From an optimization exercise on the open Yosys and OpenROAD flow, aimed at small area; shortcuts taken in it are not production practice. The RTL was checked by simulation tests, not by an equivalence proof against the original design. No activity file was given, so power comes from the tool's default toggle rates.

$ cat run.sh
#!/bin/bash
# synth_recipe.tcl (not shown) runs the flow's synth.tcl, then flattens the netlist and writes it again
# the make line also repeats each setting of config.mk as NAME=value (left out here)
make -C /OpenROAD-flow-scripts/flow DESIGN_CONFIG=/design/flow/config.mk WORK_HOME=/design/flow/orfs CLKGATE_MAP_FILE= SYNTH_SCRIPT=/design/flow/synth_recipe.tcl finish
$ cat config.mk
export PLATFORM = sky130hd
export DESIGN_NAME = sd_card_controller
export DESIGN_NICKNAME = sd_card_controller
export VERILOG_FILES = /design/flow/design.v
export SDC_FILE = /design/flow/constraint.sdc
export NUM_CORES = 4
export LEC_CHECK = 0
export CAP_MARGIN = 20
export CORE_MARGIN = 2
export CORE_UTILIZATION = 40
export SLEW_MARGIN = 20
$ cat constraint.sdc
create_clock -name core_clock -period 10.0 [get_ports {i_clk}]
set_input_delay 2.0000 -clock core_clock [delete_from_list [all_inputs] [get_ports {i_clk}]]
set_output_delay 2.0000 -clock core_clock [all_outputs]
set_load 0.01 [all_outputs]
$ cat design.v
module sd_card_controller(
  input i_clk,
  input i_rst,
  input [31:0] i_addr,
  input [7:0] i_controlreg,
  input [7:0] i_data,
  output [7:0] o_statusreg,
  output o_write_statusreg,
  output [7:0] o_data,
  output [31:0] o_addr,
  output o_wr_nrd,
  output o_req,
  input i_SD_DAT0_DO,
  output o_SD_DAT3_nCS,
  output o_SD_DAT3_nCS_oe,
  output o_SD_CMD_DI,
  output o_SD_CMD_DI_oe,
  output o_SD_CLK,
  input i_SD_WP_N
);
  reg r_sclk;
  reg [6:0] r_div;
  reg r_mode;                  
  wire w_tick = !r_sclk && (r_mode ? !r_div[0] : (&r_div[6:2] && r_div[0]));
  always @(posedge i_clk) begin
    if (i_rst) begin
      r_sclk <= 1'b0;
      r_div <= 7'd0;
    end
    else if (r_mode) begin
      r_div[0] <= ~r_div[0];
      if (!r_div[0]) r_sclk <= ~r_sclk;
    end
    else if (&r_div[6:2] && r_div[0]) begin
      r_div <= 7'd1;
      r_sclk <= ~r_sclk;
    end
    else r_div <= r_div + 7'd1;
  end
  assign o_SD_CLK = r_sclk;
  assign o_req = 1'b1;
  localparam S_DELAY = 5'd0, S_XACT = 5'd1, S_RSP = 5'd2, S_POST = 5'd3, S_SETCLK = 5'd4,
             S_INITDONE = 5'd5, S_IDLE = 5'd6, S_ACCEPT = 5'd7, S_RDATA = 5'd8, S_RTAIL = 5'd9,
             S_WSTART = 5'd10, S_WDATA = 5'd11, S_WTAIL = 5'd12, S_BUSY = 5'd13, S_FIN1 = 5'd14,
             S_FIN2 = 5'd15, S_STALL = 5'd16;
  reg [4:0] r_st;
  reg [11:0] r_cnt;
  reg [7:0] r_sr;           
  reg [31:0] r_a;           
  reg [7:0] r_data;
  reg r_rd_flag, r_wr_flag;
  reg r_drive, r_cs, r_wr_nrd;
  reg r_op;                 
  reg [1:0] r_ic;           
  reg r_cls_idle, r_cls_fatal;
  wire w_r3 = !r_mode && (r_ic == 2'd3);
  wire w_det = w_r3 ? !r_a[31] : !r_sr[7];
  wire w_err = w_r3 ? |r_a[30:24] : 1'b1;
  reg [5:0] w_idx;
  always @(*) begin
    if (r_mode) w_idx = r_op ? 6'd24 : 6'd17;
    else case (r_ic)
      2'd0: w_idx = 6'd0;
      2'd1: w_idx = 6'd55;
      2'd2: w_idx = 6'd41;
      default: w_idx = 6'd58;
    endcase
  end
  wire [7:0] w_hdr = {2'b01, w_idx};
  wire [7:0] w_trl = 8'h95;
  reg w_frame;
  always @(*) begin
    case (r_cnt[5:3])
      3'd1: w_frame = w_hdr[~r_cnt[2:0]];
      3'd2, 3'd3, 3'd4, 3'd5: w_frame = r_a[31] & r_mode;
      3'd6: w_frame = w_trl[~r_cnt[2:0]];
      default: w_frame = 1'b1;
    endcase
  end
  wire w_wline = (r_st == S_WDATA) || (r_st == S_WTAIL);
  assign o_SD_CMD_DI = (r_st == S_XACT) ? w_frame : w_wline ? r_sr[7] : 1'b1;
  assign o_SD_CMD_DI_oe = r_drive;
  assign o_SD_DAT3_nCS = r_cs;
  assign o_SD_DAT3_nCS_oe = r_drive;
  wire w_inop = r_mode && (r_st != S_IDLE) && (r_st != S_INITDONE);
  wire w_flag = r_op ? r_wr_flag : r_rd_flag;
  wire w_all1 = &r_cnt[11:3];
  wire w_dp = (r_st == S_RDATA) || (r_st == S_WDATA);
  wire [8:0] w_oaddr = w_dp ? (r_cnt[11:3] & {9{r_flag_or}}) : {9{(r_st == S_RTAIL) || (w_inop && w_flag)}};
  wire r_flag_or = w_flag || !w_all1;
  assign o_statusreg = {7'd0, w_inop && !r_op && r_rd_flag};
  assign o_write_statusreg = (r_st == S_FIN2);
  assign o_data = r_data;
  assign o_addr = {23'd0, w_oaddr};
  assign o_wr_nrd = r_wr_nrd;
  wire w_go_rd = (i_controlreg == 8'd1);
  wire w_go_wr = (i_controlreg == 8'd2);
  always @(posedge i_clk) begin
    if (i_rst) begin
      r_st <= S_DELAY;
      r_cnt <= 12'd0;
      r_data <= 8'd0;
      r_rd_flag <= 1'b0;
      r_wr_flag <= 1'b0;
      r_drive <= 1'b0;
      r_cs <= 1'b0;
      r_wr_nrd <= 1'b0;
      r_ic <= 2'd0;
      r_mode <= 1'b0;
    end
    else if (w_tick) begin
      r_cnt <= r_cnt + 12'd1;
      r_sr <= {r_sr[6:0], w_wline | i_SD_DAT0_DO};
      case (r_st)
        S_DELAY: begin
          r_drive <= 1'b1;
          if (!r_cnt[6]) r_cs <= 1'b1;
          else if (r_cnt[3] && r_cnt[2]) r_cs <= 1'b0;        
          if (r_cnt[6] && r_cnt[4] && r_cnt[3] && r_cnt[2]) begin    
            r_cnt <= 12'd5;
            r_st <= S_XACT;
          end
        end
        S_XACT: begin
          r_drive <= 1'b1;
          r_cs <= 1'b0;
          if (r_cnt[5:0] == 6'd5) r_a <= i_addr;
          if (r_cnt[5] || r_cnt[4]) r_a <= {r_a[30:0], r_sr[7]};
          if (r_cnt[5] && r_cnt[4] && r_cnt[2] && r_cnt[1] && r_cnt[0]) r_st <= S_RSP;    
        end
        S_RSP: begin
          r_cnt <= 12'd2;
          r_a <= {r_a[30:0], r_sr[7]};
          if (w_det) begin
            r_cls_idle <= w_err && r_sr[0];
            r_cls_fatal <= w_err && !r_sr[0] && |r_sr[6:1];
            r_st <= S_POST;
          end
        end
        S_POST: begin
          if (r_cnt[2]) begin
            if (!r_mode) begin
              r_cs <= 1'b1;
              if (r_cls_fatal) r_st <= S_STALL;
              else case (r_ic)
                2'd0: begin r_ic <= 2'd1; r_st <= S_XACT; end
                2'd1: begin r_ic <= 2'd2; r_st <= S_XACT; end
                2'd2: begin r_ic <= r_cls_idle ? 2'd1 : 2'd3; r_st <= S_XACT; end
                default: r_st <= r_cls_idle ? S_STALL : S_SETCLK;
              endcase
            end
            else if (r_cls_idle || r_cls_fatal) r_st <= S_STALL;
            else r_st <= r_op ? S_WSTART : S_ACCEPT;
          end
        end
        S_SETCLK: begin
          r_mode <= 1'b1;
          r_st <= S_INITDONE;
        end
        S_INITDONE: begin
          r_drive <= 1'b0;
          r_cs <= 1'b0;
          r_st <= S_IDLE;
        end
        S_IDLE: begin
          r_cnt <= 12'd3;
          r_op <= !w_go_rd;
          if (w_go_rd || w_go_wr) r_st <= S_XACT;
        end
        S_ACCEPT: begin
          if (r_cnt[2:0] == 3'd1) begin
            if (r_sr == 8'hFE) begin
              r_cnt <= 12'd4088;
              r_st <= S_RDATA;
            end
            else if (r_sr[7:5] == 3'b000) r_st <= S_STALL;
          end
        end
        S_RDATA: begin
          r_wr_nrd <= 1'b0;
          if (r_cnt[2:0] == 3'd7) begin
            r_data <= r_sr;
            r_wr_nrd <= 1'b1;
            if (r_cnt[11:3] == 9'd510) r_st <= S_RTAIL;
          end
        end
        S_RTAIL: begin
          r_wr_nrd <= 1'b0;
          if (!r_cnt[11] && r_cnt[3] && r_cnt[0]) begin    
            r_rd_flag <= 1'b1;
            r_st <= S_FIN1;
          end
        end
        S_WSTART: begin
          if (r_cnt[2:0] == 3'd0) begin
            r_sr <= 8'hFE;
            r_cnt <= 12'd4089;
            r_st <= S_WDATA;
          end
        end
        S_WDATA: begin
          if (r_cnt[2:0] == 3'd7 && r_cnt[11:3] == 9'd510) r_wr_flag <= 1'b1;    
          if (r_cnt[2:0] == 3'd0) begin
            r_sr <= i_data;
            if (w_all1) r_st <= S_WTAIL;
          end
        end
        S_WTAIL: begin
          if (!r_cnt[11] && r_cnt[4] && r_cnt[3] && r_cnt[1]) r_st <= S_BUSY;    
        end
        S_BUSY: begin
          if (i_SD_DAT0_DO) r_st <= S_FIN1;
        end
        S_FIN1: r_st <= S_FIN2;
        S_FIN2: begin
          r_drive <= 1'b0;
          r_st <= S_IDLE;
        end
        default: ;   
      endcase
    end
  end
endmodule
==> run summary <==
worst reg2reg max path, delay by kind of cell, from the launching register on:
kind,cells,cell delay [ns]
AND/OR/NAND/NOR,3,1.21
AO/OA/AOI/OAI,1,0.11
buffers and inverters,1,0.38
flip-flops,1,0.82
registers in the layout (all words and copies together) (netlist names):
register / cells
r_drive: 1
r_sr: 8
r_ic: 2
r_cls_idle: 1
r_cls_fatal: 1
r_mode: 1
r_cnt: 12
r_div: 7
r_op: 1
r_a: 32
r_wr_nrd: 1
r_st: 5
r_sclk: 1
r_rd_flag: 1
r_data: 8
r_wr_flag: 1
r_cs: 1
cell type report:
cell class / instances / area (µm²)
Fill cell: 1220 / 6460
Multi-Input combinational cell: 398 / 2710
Sequential cell: 84 / 2110
Timing Repair Buffer: 81 / 796
Clock buffer: 9 / 225
Tap cell: 172 / 215
Clock inverter: 7 / 97.6
Inverter: 17 / 63.8
final timing paths:
| kind | to | slack [ns] |
|---|---|---|
| worst min-delay path | r_wr_flag | 0.49 |
| worst min register to register | r_wr_flag | 0.49 |
| worst max-delay path | o_addr[5] | 4.75 |
| worst max register to register | r_a[17] | 7.10 |
layout by cell type (no fill, tap or decap), drive strengths merged, types with 11 or more instances in the layout:
cell type       n
clkdlybuf4s50  75
nor2           53
edfxtp         43
dfxtp          41
mux2           31
conb           31
a21oi          28
nand2          23
o21ai          22
inv            19
nor3           17
nand3          15
and3           13
mux2i          12
nor2b          11
layer usage:
layer | wire length, µm | up-vias | GRT usage (%)
met5 | 0 | - | 0
met2 | 6230 | 162 | 30.7
met4 | 300 | 0 | 8.43
li1 | - | 2033 | -
met1 | 5970 | 2036 | 25.0
met3 | 714 | 25 | 3.33
cell families (layout without fill, tap and decap cells):
kind of cell	Yosys count	in the layout
AOI/OAI and AO/OA	123	123
adders and majority gates	10	10
and+or+nand+nor	183	183
other	2	31
DFF	84	84
muxes	43	43
xor gates and xnor gates	8	8
buffers and inverters	80	114
power by group:
part           switching [mW]  internal [mW]
Sequential            0.00124          0.362
Clock                   0.144          0.220
Combinational          0.0142         0.0237
==> metrics.yaml <==
dp_hpwl_um: 9170
tns_ns: 0
io_buffer_count: 75
whs_path_depth: 2
netlist_area_um2: 5210
worstRegToRegCells: 5
crit_cells: 6
cp_common_cell: "nor2_1"
setup_slack_ns: 4.75
die_w_um: 118
whs_ns: 0.488
drtAntennaViolNets: 0
crit_path_max_fanout: 19
crit_start: "r_st[1]"
power_density_nw_per_um2: 123
synthXorXnorAreaFrac_pct: 1.34
crit_arrival_ns: 3.25
viasPerCell: 5.54
synth_common_cells: "53 x nor2_1, 43 x edfxtp_1, 41 x dfxtp_1"
finalCriticalPeriod_ns: 5.25
layout.nets: 653
finClkSkew_ns: 0.0101
syn2layout_area_growth_pct: 19.3
post_drt_wl_per_cell_um: 17.2
initial_core_util_pct: 41.1
grt_pass1_wl_um: 21500
slowest_stage: "dfxtp_1"
p_leak_nw: 2.24
cp_num_buf_inv: 1
crit_type: "reg -> out"
ys_seq_elements: 84
core_um2: 12700
end_kind: "primary output"
routabilityCongestion: 0.931
place_area_um2: 5890
synthTopCellsByArea: "edfxtp_1 25%, dfxtp_1 16%, mux2_2 6.7%, buf_4 4.8%, nor2_1 3.8%"
dpl_worst_slack_ns: 5.19
cts_root_buf: "clkbuf_16"
post_cts_buffers: 0
cp_cell_sequence: "or3b_1, nor2_1, nor2_1, a31oi_2, a21o_2, clkdlybuf4s50_1"
post-synth-top-area-cell: "edfxtp_1"
pin_count: 108
cpPeakStageDelay_ns: 0.82
grt_pass1_vias: 4230
clkTransAtPathRegs_ns: 0.07
vias: 4256
final_util_pct: 49.0
hold_buffers: 0
ir_drop_uv: 70.7
relSlewSlack_pct: 32.1
drcViolationCount: 0
synth_top_family_by_area: "simple AND/OR/NAND/NOR gates"
max_slew.worst_pin.slew_ns: 1.01
fp-row-count: 41
die_y_um: 118
drt_pass1_iterations: 4
synthesis.instances: 533
drt_iter0_markers: 329
synth-simple-area-share_pct: 19.6
clock_sinks: 84
dp.cells: 752
cap_violations: 0
drive_above_1_share_pct: 12.9
clockBufferDepth: 2
fin_crit_sh_pct: 52.5
synth.area.mux_share_pct: 9.00
fmax_ghz: 0.191
cts_buffers: 9
wl_um: 13200
worstPathRequired_ns: 8.00
finalHoldViolCount: 0
dominantRegCellSynth: "edfxtp_1"
tritoncts: "yes"
grt_usage_pct: 19.1
synth_edf_count: 43
cts.repair.resized: 0
ys_warn_count: 1
synth_compound_area_share_pct: 17.0
die_area_um2: 14000
ys_seq_area_share_pct: 40.5
drv_slew: 0
yosysMostFrequentCell: "nor2_1"
synthAdderAreaFrac_pct: 2.40
outcome: "complete, no violations"
insertion_delay_ns: 0.35
cp_top_family: "simple AND/OR/NAND/NOR gates"
rsz0062_at_grt: "no"
antenna_found_initial: 0
htreeDepth: 3
overflow: 0
setup_violations: 0
synthDistinctLibCells: 83
antenna_cells: 0
post_layout_nonfiller_instances: 768
design_area_um2: 6210
synth_top_cell_area_share_pct: 24.8
syn_area_per_cell_um2: 9.78
holdCritPathClass: "reg -> reg"
worstHoldStart: "r_wr_flag"
total_power_uw: 765
async_reset_ff_share_pct: 0
grt_max_degree: 39
start_kind: "flip-flop"
r2r-start: "r_st[1]"

==> static timing again, ports no longer ideal <==
The results above use ideal ports. As a check the final layout listed here was re-extracted and re-timed, cells and wires unchanged.
Step 1 sets driving cells, clkbuf_16 on the clock port and buf_2 on the other inputs (assumed; they add their load-dependent delay and slew).
Step 2 moves the port delays by t, midway between the first and last clock arrival at a register: inputs arrive t later, outputs are due t later. That takes back most of the time a late clock gives input paths.
Slacks: ideal ports / drivers / drivers and shift; pairs: ideal ports / drivers.
shift t [ns]: 0.380
setup slack, ns: 4.751 / 4.715 / 5.095
worst hold slack (ns): 0.488 / 0.488 / 0.488
slew at the worst register clock pin (ns): 0.07 / 0.07
worst data-port slew with drivers (ns): 0.04
After both steps this run still meets setup and hold. The setup slack of this run moves by -0.036 ns with the drivers and by +0.344 ns with both steps.
